This design comes from an exercise in tuning for small area on the open sky130 flow, not from production work. The RTL was checked by simulation tests, not by an equivalence proof against the original design. Power figures rest on the tool's default switching activity, not on a simulated workload.

// pwm_ctrl
module pwm_ctrl #(
  parameter 	NUM_CH = 8,
  parameter 	CNT_WIDTH = 16
)(
  input clock,
  input resetn,
  input read,
  input write,
  input [5:0] address,
  input chipselect,
  input [3:0] byteenable,
  input [31:0] writedata,
  output [31:0] readdata,
  output logic [NUM_CH-1:0] 	pwm_out_ff
);
clock: 10.0 ns
lec_check: 0
cap_margin: 20
core_margin: 2
core_utilization: 40
slew_margin: 20
buffer_ports_args: -buffer_cell sky130_fd_sc_hd__buf_1
standard.sh (not shown) runs the stock make flow with config.mk's settings and CLKGATE_MAP_FILE= SYNTH_SCRIPT=/design/flow/synth_recipe.tcl, a recipe that flattens the netlist after the stock synthesis.
==> flow/flow/run.sh <==
#!/bin/bash
set -e
cp standard.sh standard.sh.orig_copy
echo 'export BUFFER_PORTS_ARGS = -buffer_cell sky130_fd_sc_hd__buf_1' >> config.mk
bash standard.sh > standard.log 2>&1
The baseline finished clean.
Then changed:
==> flow/flow/run.sh (replaced) <==
#!/bin/bash
set -e
cat >> config.mk <<'EOC'
export BUFFER_PORTS_ARGS = -buffer_cell sky130_fd_sc_hd__buf_1
export CTS_ARGS = -sink_clustering_enable -repair_clock_nets -dont_use_dummy_load -sink_clustering_size 30 -sink_clustering_max_diameter 200 -buf_list {sky130_fd_sc_hd__clkbuf_8}
EOC
bash standard.sh > standard.log 2>&1
Settings changed: CTS_ARGS from default to -sink_clustering_enable -repair_clock_nets -dont_use_dummy_load -sink_clustering_size 30 -sink_clustering_max_diameter 200 -buf_list {sky130_fd_sc_hd__clkbuf_8}.
=>
- synthesized cell count stays the same
- design area is lower by a few percent
- final cell count is lower slightly
- via count is lower by a few percent
Then changed:
==> flow/run.sh (new file) <==
#!/bin/bash
# synth_recipe.tcl (not shown) runs the flow's synth.tcl, then flattens the netlist and writes it again
# the make line also repeats each setting of config.mk as NAME=value (left out here)
make -C /OpenROAD-flow-scripts/flow DESIGN_CONFIG=/design/flow/config.mk WORK_HOME=/design/flow/orfs CLKGATE_MAP_FILE= SYNTH_SCRIPT=/design/flow/synth_recipe.tcl finish
Settings changed: BUFFER_PORTS_ARGS -buffer_cell sky130_fd_sc_hd__buf_1 to default, CTS_ARGS -sink_clustering_enable -repair_clock_nets -dont_use_dummy_load -sink_clustering_size 30 -sink_clustering_max_diameter 200 -buf_list {sky130_fd_sc_hd__clkbuf_8} to default.
removed: flow/flow/run.sh
removed: flow/standard.sh
Effect:
- power went up by about 20%
- worst setup slack got worse by 0.82 ns
- global-route usage barely changes
- maximum frequency went down by 11%
- clock skew went down by 0.020 ns
Then changed:
Settings changed: CTS_BUF_LIST from default to sky130_fd_sc_hd__clkbuf_2 sky130_fd_sc_hd__clkbuf_4 sky130_fd_sc_hd__clkbuf_8, CTS_CLUSTER_SIZE from default to 30.
Effect: Sequential share of layout area climbs by 0.86 points; worst setup slack gets better by 0.045 ns; count of clock-buffer cells in the layout stays the same; via count drops by 0.50%.

---

pwm_ctrl, a different RTL version from the one above (not shown whole).
For scale: ~820 cells after synthesis, ~190 flip-flops, about 87 I/O pins, ~0.0086 mm² of cells after synthesis.
clock: 10.0 ns
lec_check: 0
cap_margin: 20
core_margin: 2
core_utilization: 40
slew_margin: 20
buffer_ports_args: -buffer_cell sky130_fd_sc_hd__buf_1
cts_args: -repair_clock_nets -dont_use_dummy_load -buf_list {sky130_fd_sc_hd__clkbuf_4 sky130_fd_sc_hd__clkbuf_8}
==> flow/flow/run.sh <==
#!/bin/bash
# The standard layout (standard.sh) with three changes:
#  - synthesis maps logic with an area-oriented ABC script (flow/synth.tcl);
#  - the port buffers are buf_1 cells;
#  - the clock tree uses clkbuf_8 cells and no dummy loads.
set -e
export FLOW_ABC_SCRIPT=$PWD/flow/abc_area_min.script
cat >> config.mk <<'EOC'
export BUFFER_PORTS_ARGS = -buffer_cell sky130_fd_sc_hd__buf_1
export CTS_ARGS = -repair_clock_nets -dont_use_dummy_load -buf_list {sky130_fd_sc_hd__clkbuf_4 sky130_fd_sc_hd__clkbuf_8}
EOC
bash standard.sh SYNTH_SCRIPT=$PWD/flow/synth.tcl finish > standard.log 2>&1
==> flow/flow/abc_area_min.script <==
strash
ifraig
dc2
dch -f
map -a
==> flow/flow/synth.tcl <==
# synth_recipe.tcl (the standard synthesis) with one change: ABC maps the
# logic with the area-oriented script in abc_area_min.script.
proc synth {args} { yosys synth -nofsm -noshare {*}$args }
proc abc {args} {
  set i [lsearch -exact $args -script]
  if {$i >= 0} { lset args [expr {$i + 1}] $::env(FLOW_ABC_SCRIPT) }
  yosys abc {*}$args
}
source $::env(SCRIPTS_DIR)/synth.tcl
# left out here: clear keep_hierarchy, flatten, clean up, hide names made inside functions, write 1_2_yosys.v
The first run finished with timing, DRC and antenna clean.
Edit:
--- a/flow/flow/run.sh
+++ b/flow/flow/run.sh
@@ -10 +10,2 @@
-export CTS_ARGS = -repair_clock_nets -dont_use_dummy_load -buf_list {sky130_fd_sc_hd__clkbuf_4 sky130_fd_sc_hd__clkbuf_8}
+export SKIP_REPAIR_TIE_FANOUT = 1
+export CTS_ARGS = -sink_clustering_enable -repair_clock_nets -dont_use_dummy_load -buf_list {sky130_fd_sc_hd__clkbuf_8}
==> flow/flow/abc_area_min.script (replaced) <==
strash
ifraig
dc2
dch -f
&get -n
&nf -a -R 1000
&st
&dch -f
&nf -a -R 1000
&put
CAP_MARGIN = 0   (was 20)
CORE_UTILIZATION = 65   (was 40)
CTS_ARGS = -sink_clustering_enable -repair_clock_nets -dont_use_dummy_load -buf_list {sky130_fd_sc_hd__clkbuf_8}   (was -repair_clock_nets -dont_use_dummy_load -buf_list {sky130_fd_sc_hd__clkbuf_4 sky130_fd_sc_hd__clkbuf_8})
SKIP_REPAIR_TIE_FANOUT = 1   (was default)
SLEW_MARGIN = 0   (was 20)
After rerunning:
- core utilization rose by 26 points
- area after synthesis fell by a few percent
- cell count fell by about a fifth
- total power fell by a little under a tenth
- synthesized cell count fell by roughly a tenth
- first-iteration DRC count rose by about a fifth
- worst setup slack improved by 0.68 ns
- design area fell by a few percent
- routed wire length fell by roughly a tenth
Edit:
--- a/flow/flow/run.sh
+++ b/flow/flow/run.sh
@@ -10,2 +10 @@
-export SKIP_REPAIR_TIE_FANOUT = 1
-export CTS_ARGS = -sink_clustering_enable -repair_clock_nets -dont_use_dummy_load -buf_list {sky130_fd_sc_hd__clkbuf_8}
+export CTS_ARGS = -sink_clustering_enable -repair_clock_nets -dont_use_dummy_load -sink_clustering_size 50 -sink_clustering_max_diameter 300 -sink_clustering_buffer sky130_fd_sc_hd__clkbuf_16 -buf_list {sky130_fd_sc_hd__clkbuf_16}
==> flow/flow/abc_area_min.script (replaced) <==
strash
ifraig
dc2
dch -f
map -a
CTS_ARGS = -sink_clustering_enable -repair_clock_nets -dont_use_dummy_load -sink_clustering_size 50 -sink_clustering_max_diameter 300 -sink_clustering_buffer sky130_fd_sc_hd__clkbuf_16 -buf_list {sky130_fd_sc_hd__clkbuf_16}   (was -sink_clustering_enable -repair_clock_nets -dont_use_dummy_load -buf_list {sky130_fd_sc_hd__clkbuf_8})
SKIP_REPAIR_TIE_FANOUT = default   (was 1)
Result:
- The changed run finished clean
- clock-buffer cell count is unchanged
- combinational power is higher by 130%
- total power is higher by 22%

[what the ideal ports hide]
The flow's constraints put no driver on any port. The routed layouts listed below were extracted and timed again, unchanged, in two steps. Step 1, drivers: a clkbuf_16 drives clock and a buf_2 each remaining input, both assumed. Step 2 adds t to the input delays and takes it off the output delays; t is the mean of the earliest and latest rising clock arrival at the registers after step 1. Input paths then give back, and output paths get back, about the clock's delay inside the block. a / b / c = no drivers / after step 1 / after step 2; a / b = the first two.
run	t (ns)	setup slack, ns	worst setup path after step 2	latest minus earliest clock arrival (ns)	worst register clock-pin slew, ns
the first run of note 1	0.481	3.395 / 3.374 / 3.374	input to output	0.012 / 0.011	0.07 / 0.07
the second run of note 1	0.495	3.396 / 3.376 / 3.376	input to output	0.030 / 0.029	0.10 / 0.10
the third run of note 1	0.478	2.580 / 2.558 / 2.558	input to output	0.009 / 0.009	0.08 / 0.08
the fourth run of note 1	0.514	2.626 / 2.603 / 2.603	input to output	0.013 / 0.013	0.11 / 0.11
the first run of note 2	0.504	3.053 / 3.033 / 3.033	input to output	0.030 / 0.031	0.10 / 0.10
the second run of note 2	0.492	3.735 / 3.714 / 3.714	input to output	0.029 / 0.029	0.09 / 0.09
the third run of note 2	0.468	3.171 / 3.152 / 3.152	input to output	0.015 / 0.016	0.07 / 0.07
After both steps setup and hold are still met in every run listed. The setup slack of the fourth run of note 1, which loses most, moves by -0.023 ns with the drivers and by -0.023 ns with both steps.
